From an optimization exercise on the open Yosys and OpenROAD flow, aimed at small area; shortcuts taken in it are not production practice. Only simulation tests tie the RTL to the original design; equivalence was not proved. Power is estimated from default activity; no workload was simulated.

[design/flow/run.sh]
#!/bin/bash
# synth_recipe.tcl (not shown) runs the flow's synth.tcl, then flattens the netlist and writes it again
# the make line also repeats each setting of config.mk as NAME=value (left out here)
make -C /OpenROAD-flow-scripts/flow DESIGN_CONFIG=/design/flow/config.mk WORK_HOME=/design/flow/orfs CLKGATE_MAP_FILE= SYNTH_SCRIPT=/design/flow/synth_recipe.tcl finish
[design/flow/config.mk]
export PLATFORM = sky130hd
export DESIGN_NAME = matrix_alu_top
export DESIGN_NICKNAME = matrix_alu_top
export VERILOG_FILES = /design/flow/design.v
export SDC_FILE = /design/flow/constraint.sdc
export NUM_CORES = 4
export LEC_CHECK = 0
export CAP_MARGIN = 20
export CORE_MARGIN = 2
export CORE_UTILIZATION = 40
export SLEW_MARGIN = 20
[design/flow/constraint.sdc]
create_clock -name core_clock -period 5.2 [get_ports {clk}]
set_input_delay 1.0400 -clock core_clock [delete_from_list [all_inputs] [get_ports {clk}]]
set_output_delay 1.0400 -clock core_clock [all_outputs]
set_load 0.01 [all_outputs]
[design/flow/design.v]
module matrix_calculator(
    input wire op,
    input wire [31:0] A, B,
    output reg [31:0]C );
always @(*) begin
    if(~op) begin
        C[31:24] <= A[31:24] * B[31:24] + A[23:16] * B[15:8];
        C[23:16] <= A[31:24] * B[23:16] + A[23:16] * B[7:0];
        C[15:8] <= A[15:8] * B[31:24] + A[7:0] * B[15:8];
        C[7:0] <= A[15:8] * B[23:16] + A[7:0] * B[7:0];
    end
    else begin
        C[31:24] <= A[31:24] + B[31:24] ;
        C[23:16] <= A[23:16] + B[23:16] ;
        C[15:8] <= A[15:8] + B[15:8];
        C[7:0] <= A[7:0] + B[7:0];
    end
end
endmodule
module matrix_alu_top (
    input  wire        clk,
    input  wire        op,
    input  wire [31:0] A,
    input  wire [31:0] B,
    output reg  [31:0] C
);
reg        op_r;
reg [31:0] a_r, b_r;
wire [31:0] c_w;
always @(posedge clk) begin
    op_r <= op;
    a_r  <= A;
    b_r  <= B;
    C    <= c_w;
end
matrix_calculator alu (
    .op(op_r),
    .A(a_r),
    .B(b_r),
    .C(c_w)
);
endmodule
==> metrics.md <==
| Metric | Value |
|---|---|
| Clock root cell | clkbuf_16 |
| Die area | 29100 µm² |
| Vias in the first global route | 8366 |
| Critical-path top delay cell | fa_1 |
| Sequential area share after synthesis | 17.5% |
| Status | timing/DRC/antenna clean |
| GRT Resource Usage Total | 20.8% |
| Setup Crit Path Kind | register to register |
| Post-route ant nets | 0 |
| Synth Warn # | 2 |
| Power share of the combinational group | 65.4% |
| Largest net degree at the start of global routing | 43 |
| P&R area growth vs syn | 18.0% |
| Setup TNS | 0 ns |
| CTS Hold Bufs | 0 |
| Vias/cell | 4.71 |
| Via count | 7989 |
| Ant. Diodes | 0 |
| Count of cell types in the netlist | 25 |
| Width of the die | 171 µm |
| Core Area | 27100 µm² |
| DR DRC count | 0 |
| Synth Register Bits | 97 |
| Rel. slew slack | 52.0% |
| Iteration-0 DRC count of the detailed router | roughly 410 |
| Routability Congestion | ~0.9 |
| Sw power | 1.98 mW |
| Post-DP HPWL | 24.2 mm |
| Max Cap Viol | 0 |
| Setup violators final | 0 |
| CTS buffer count | 9 |
| Worst Hold Class | register to register |
| Critical Path, Cell by Cell | buf_4, nand2_1, fa_1, inv_1, ha_1, inv_1, fa_1, inv_1, fa_1, fa_1, fa_1, ha_1, inv_1, o21bai_1, a21oi_1, xnor2_1, xnor2_1, mux2i_1 |
| CTS tree | yes |
| Nets | 1682 |
| Synth Instances | 1195 |
| Post-Route WL | 28.9 mm |
| Worst-skew pair later-pin latency | 0.36 ns |
| Die Ht | 171 µm |
| Top cell by count, worst path | fa_1 |
| Reg clk slew, reported paths | 0.07 ns |
| Synthesized Nets | 1557 |
| First-pass GRT wire length | 45.6 mm |
| GRT overflow | 0 |
| Max stage delay on crit path | roughly 0.56 ns |
| Asr flop ratio synth | 0% |
| Syn Area/Cell | between 9 and 10 µm² |
| Reg power frac | 20.0% |
| Tcrit/Tclk final | between 90% and 100% |
| Routed wire per std cell | roughly 17 µm |
| Pint | 2.94 mW |
| Initial core utilization | 40.9% |
| IO Count | 98 |
| Initial antenna violation count | 2 |
| Row count | 60 |
| VDD IR max | 169 µV |
| Clock Skews | 0.0123 ns |
| Post-synth EDFFs | 0 |
| Switching share of total power | 40.3% |
| Router iterations before antenna repair | 5 |
| Layout cells sized above 1 | between 6 and 7% |
| Critical Path Sink Type | register |
| Mapped Area | 11100 µm² |
| Ys flop type | dfxtp_1 |
| Fin. Hold Viols | 0 |
| Slew Viols, Final | 0 |
| RSZ-0062 raised after global routing | no |
| Min Clock Period, post-route | 4.94 ns |
| Clk sinks | between 90 and 100 |
| Count of buffers from port buffering | 97 |
| Deepest clock path buffer count | 2 |
| Power Dens Cells | 376 nW/µm² |
| CTS HTree Levels | 3 |
| Maximum clock frequency | 202 MHz |
| Clk pwr share | 14.5% |
| CP arrival | a little over 5 ns |
| Worst-path maximum fanout | 8 |
| WHS | 0.759 ns |
| Critical Path RT | around 5.4 ns |
| Least-Margin Pin Slew | 0.719 ns |
| Pleak | 6.26 nW |
| Startpoint types | register |
[critical path: cells and delay by family (launching register included)]
kind / cells / cell delay (ns)
muxes: 1 / 0.08
xor gates and xnor gates: 2 / 0.30
AOI/OAI and AO/OA: 2 / 0.29
adders and majority gates: 7 / 3.09
and+or+nand+nor: 1 / 0.08
DFF: 1 / 0.49
buffers and inverters: 5 / 0.47
[worst paths after layout]
path,startpoint,to,slack (ns),cells past startpoint
hold reg to reg,b_r[23],C[23],0.76,3
hold / removal,b_r[23],C[23],0.76,3
setup reg to reg,b_r[17],C[23],0.26,18
setup / recovery,b_r[17],C[23],0.26,18
[routing by layer]
layer	up-vias	part of all wire (%)	wire length (µm)	global-route usage, %
li1	3878	-	-	-
met1	3879	47	13500	28.9
met2	204	47	13500	34.5
met3	28	5.1	1470	2.78
met4	0	1.4	415	4.76
met5	-	0	0	0
[cells by family after synthesis]
| logic type | after synthesis | synth area share [%] |
|---|---|---|
| simple gates | 320 | 14.2 |
| fa+ha+maj | 296 | 42.0 |
| buf+inv | 239 | 8.18 |
| xor+xnor | 160 | 12.6 |
| flops | 97 | 17.5 |
| compound gates | 61 | 3.34 |
| mux | 22 | 2.13 |
[through the flow]
stage	std cells	instance area (µm²)	power (mW)	util [%]	setup WS, ns
floorplan	1195	11100	3.41	-	0.312
finish	1697	13100	4.92	48.3	0.260
global placement	1681	12800	4.18	47.2	0.285
global route	1697	13100	5.41	48.3	0.0143
detailed placement	1681	12800	4.25	47.2	0.237
CTS	1697	13100	4.98	48.3	0.209
[synthesized netlist by cell type (2+ instances only)]
cell type	n	share of area, %
mux2i_1	9	0.81
a21oi_1	33	1.5
clkbuf_1	27	0.91
nor3_1	5	0.23
xor2_1	37	2.9
dfxtp_1	97	18
o41ai_1	3	0.24
o21a_1	3	0.20
nand2_1	135	4.6
mux2_2	13	1.3
ha_1	168	19
xnor2_1	123	9.7
fa_1	128	23
o21ai_0	3	0.14
nor2_1	34	1.2
and2_1	139	7.8
a21o_1	12	0.81
inv_1	203	6.9
nor2b_1	5	0.28
buf_2	8	0.36
o21bai_1	5	0.34
nand2b_1	2	0.11
[flip-flops by register name, summed over array words and instances, names as in the netlist]
signal  cells
C          32
a_r        32
b_r        32
op_r        1
[repair_timing]
| item | 4_1_cts | 5_1_grt |
|---|---|---|
| hold endpoints to repair | 0 | 0 |
| gates resized for setup | 0 | 3 |
| setup endpoints to repair | 0 | 3 |
| buffers inserted | 0 | 0 |
[final cells by class]
cell class	count	area (µm²)
tap	372	465
clock buffer	12	246
sequential	97	1950
clock inverter	4	52.6
timing repair buffer	150	1370
fill	2628	14000
multi-input combinational	859	8250
inverter	203	762
[cells in the final DEF, fill, tap and decap left out]
cell type	instances
mux2i_1	9
nor2_1	34
xor2_1	37
clkdlybuf4s50_1	97
buf_4	53
nor3_1	5
o21ai_0	3
dfxtp_1	93
xnor2_1	123
o21ai_1	1
inv_1	203
o21a_1	3
a21o_1	12
o21bai_1	5
and2_1	139
clkbuf_16	9
nand2_1	135
a21oi_1	33
a2111oi_0	1
clkbuf_1	2
ha_1	168
clkinvlp_4	3
bufinv_16	1
clkbuf_8	1
nor2b_1	5
o41ai_1	3
dfxtp_2	4
nand2b_1	2
mux2_2	13
fa_1	128
[power groups by stage]
stage	clock [mW]	sequential, mW	combinational [mW]
finish	0.715	0.985	3.22
global placement	0	1.00	3.17
global route	0.749	0.999	3.66
CTS	0.727	0.986	3.26
detailed placement	0	1.00	3.25
floorplan	0	1.01	2.39

[static timing again, ports no longer ideal]
How much do the figures lean on ideal ports? The routed layout below was timed once more, with nothing changed but the port constraints. Step 1: set_driving_cell puts a clkbuf_16 on clk and a buf_2 on each other input, an assumption about the parent block. Step 2 moves the port delays by t, midway between the first and last clock arrival at a register: inputs arrive t later, outputs are due t later. That takes back most of the time a late clock gives input paths. a / b / c = ideal / step 1 / step 2; a / b = the first two.
shift t [ns]: 0.403
setup WS [ns]: 0.260 / 0.260 / 0.260
worst data-port slew with drivers (ns): 0.04
pins driven straight from the clock port: 1
After both steps this run still meets setup and hold. For this run, drivers alone change the setup slack by 0.000 ns; drivers and shift together by 0.000 ns.
